This is an optimization exercise on Yosys and OpenROAD, whose aim is small area, not a production implementation. RTL that was checked went through simulation tests only; none was proved equivalent to the original. No activity file was given, so power comes from the tool's default toggle rates.

Setup of north:
==> flow/design.v <==
`timescale 1ns / 1ps
module pipeline_top(
    input         clk,
    input         reset,
    output [8:0]  imem_addr,
    input  [31:0] imem_rdata,
    output [7:0]  dmem_addr,
    input  [63:0] dmem_rdata,
    output [63:0] dmem_wdata,
    output        dmem_we
    );
    reg [8:0] pc;
    always @(posedge clk or posedge reset)
        if (reset) pc <= 9'd0;
        else       pc <= pc + 9'd1;
    assign imem_addr = pc;
    wire [3:0] f_op    = imem_rdata[31:28];
    wire       f_load  = (f_op == 4'b1010);
    wire       f_store = (f_op == 4'b1011);
    wire       f_wreg  = ~(f_store | (f_op == 4'b1111));
    wire       f_mem   = f_load | f_store;
    wire [1:0] f_dst   = f_load ? imem_rdata[27:26] : imem_rdata[23:22];
    reg       d_mem, d_wreg;
    reg [1:0] d_ra, d_dst;
    reg [7:0] d_addr;
    always @(posedge clk or posedge reset)
        if (reset) begin
            d_mem  <= 1'b0;
            d_wreg <= 1'b0;
        end else begin
            d_mem  <= f_mem;
            d_wreg <= f_wreg;
        end
    always @(posedge clk) begin
        d_ra   <= imem_rdata[27:26];
        d_dst  <= f_dst;
        d_addr <= imem_rdata[21:14];
    end
    reg [63:0] r0, r1, r2, r3;
    reg [3:0]  valid;
    wire [3:0] rsel;
    assign rsel[0] = valid[0] & (d_ra == 2'd0);
    assign rsel[1] = valid[1] & (d_ra == 2'd1);
    assign rsel[2] = valid[2] & (d_ra == 2'd2);
    assign rsel[3] = valid[3] & (d_ra == 2'd3);
    wire [63:0] p01 = ~(({64{~rsel[0]}} | r0) & ({64{~rsel[1]}} | r1));
    wire [63:0] p23 = ~(({64{~rsel[2]}} | r2) & ({64{~rsel[3]}} | r3));
    wire [63:0] rdata = p01 | p23;
    reg        e_mem, e_wreg;
    reg [1:0]  e_dst;
    reg [7:0]  e_addr;
    reg [63:0] e_val;
    always @(posedge clk or posedge reset)
        if (reset) begin
            e_mem  <= 1'b0;
            e_wreg <= 1'b0;
        end else begin
            e_mem  <= d_mem;
            e_wreg <= d_wreg;
        end
    always @(posedge clk) begin
        e_dst  <= d_dst;
        e_addr <= d_addr;
        e_val  <= rdata;
    end
    reg        m_mem, m_wreg;
    reg [1:0]  m_dst;
    reg [7:0]  m_addr;
    reg [63:0] m_val;
    always @(posedge clk or posedge reset)
        if (reset) begin
            m_mem  <= 1'b0;
            m_wreg <= 1'b0;
        end else begin
            m_mem  <= e_mem;
            m_wreg <= e_wreg;
        end
    always @(posedge clk) begin
        m_dst  <= e_dst;
        m_addr <= e_addr;
        m_val  <= e_val;
    end
    wire   m_load     = m_mem & m_wreg;
    assign dmem_we    = m_mem & ~m_wreg;
    assign dmem_addr  = m_addr;
    assign dmem_wdata = m_val;
    reg        w_wreg;
    reg [1:0]  w_dst;
    reg [63:0] w_nval;    
    always @(posedge clk or posedge reset)
        if (reset) w_wreg <= 1'b0;
        else       w_wreg <= m_wreg;
    always @(posedge clk) begin
        w_dst <= m_dst;
        w_nval <= ~(m_load ? dmem_rdata : m_val);
    end
    wire [3:0] we;
    assign we[0] = w_wreg & (w_dst == 2'd0);
    assign we[1] = w_wreg & (w_dst == 2'd1);
    assign we[2] = w_wreg & (w_dst == 2'd2);
    assign we[3] = w_wreg & (w_dst == 2'd3);
    always @(posedge clk or posedge reset)
        if (reset) valid <= 4'b0;
        else       valid <= valid | we;
    always @(posedge clk) begin
        if (we[0]) r0 <= w_nval;
        if (we[1]) r1 <= w_nval;
        if (we[2]) r2 <= w_nval;
        if (we[3]) r3 <= w_nval;
    end
endmodule
export LEC_CHECK = 0
export CAP_MARGIN = 20
export CORE_MARGIN = 2
export CORE_UTILIZATION = 40
export SLEW_MARGIN = 20
create_clock -name core_clock -period 5.0 [get_ports {clk}]
standard.sh (not shown) runs the stock make flow with config.mk's settings and CLKGATE_MAP_FILE= SYNTH_SCRIPT=/design/flow/synth_recipe.tcl, a recipe that flattens the netlist after the stock synthesis.
==> flow/flow/run.sh <==
#!/bin/bash
# Standard ORFS layout (standard.sh) with smaller port buffers and a tuned clock tree.
set -euo pipefail
bash standard.sh \
  BUFFER_PORTS_ARGS="-buffer_cell sky130_fd_sc_hd__buf_1" \
  CTS_ARGS="-sink_clustering_enable -repair_clock_nets -dont_use_dummy_load -buf_list sky130_fd_sc_hd__clkbuf_4 -sink_clustering_size 10 -sink_clustering_max_diameter 50"  \
  finish > standard_flow.log 2>&1
Input changes introduced in south (baseline for comparison: north):
-- flow/design.v --
<<< north, line 44
    assign rsel[2] = valid[2] & (d_ra == 2'd2);
    assign rsel[3] = valid[3] & (d_ra == 2'd3);
    wire [63:0] p01 = ~(({64{~rsel[0]}} | r0) & ({64{~rsel[1]}} | r1));
    wire [63:0] p23 = ~(({64{~rsel[2]}} | r2) & ({64{~rsel[3]}} | r3));
    wire [63:0] rdata = p01 | p23;
    reg        e_mem, e_wreg;
    reg [1:0]  e_dst;
>>> south, line 44
    assign rsel[2] = valid[2] & (d_ra == 2'd2);
    assign rsel[3] = valid[3] & (d_ra == 2'd3);
    wire [63:0] rdata = ({64{rsel[0]}} & ~r0) | ({64{rsel[1]}} & ~r1) |
                        ({64{rsel[2]}} & ~r2) | ({64{rsel[3]}} & ~r3);
    reg        e_mem, e_wreg;
    reg [1:0]  e_dst;
Results
Re headroom to the max-slew limit: north was lower than south. Of the two values seen for cell with the biggest individual delay on the critical path, sky130_fd_sc_hd__dfrtp_1 was produced by north and sky130_fd_sc_hd__dfxtp_2 by south. Fraction of the mapped netlist area in compound gates ends up higher on south. Of the two values seen for category of the most critical setup path, reg2out was produced by north and reg2reg by south. In the route summary, south ends up with a via count below that of north. Re final antenna diode count: north was lower than south. south ended up with in2async as its classification of the worst-slack hold path; north ended up with reg2reg. On south: register area share after synthesis is 0.88 points lower than what north gave. Clock skew on south is down relative to north. Delta (south minus north): area after synthesis saw an increase; total power consumption of the routed design increased by 0.56% relative to the old numbers. Against north, south reports a full die area that is higher.
No functional check of the RTL was part of south.

static timing again, ports no longer ideal:
No port has a modelled driver above. Below, the same layouts with a new extraction and two added sets of constraints. Step 1 assumes that a clkbuf_16 drives the clock port and a buf_2 every other input. Step 2, shift: input delay + t, output delay - t, t = (earliest + latest rising clock arrival at the registers) / 2. This alone moves slack from input paths to output paths. a / b / c = ideal ports / drivers / drivers and shift; a / b = the first two.
| run | t (ns) | slack for setup (ns) | slew at the worst register clock pin (ns) | worst slew at a driven data input, ns |
|---|---|---|---|---|
| north | 0.779 | 2.380 / 2.337 / 2.725 | 0.11 / 0.11 | 0.05 |
| south | 0.805 | 2.164 / 2.164 / 2.164 | 0.11 / 0.11 | 0.06 |
After both steps setup and hold are still met in every run listed.
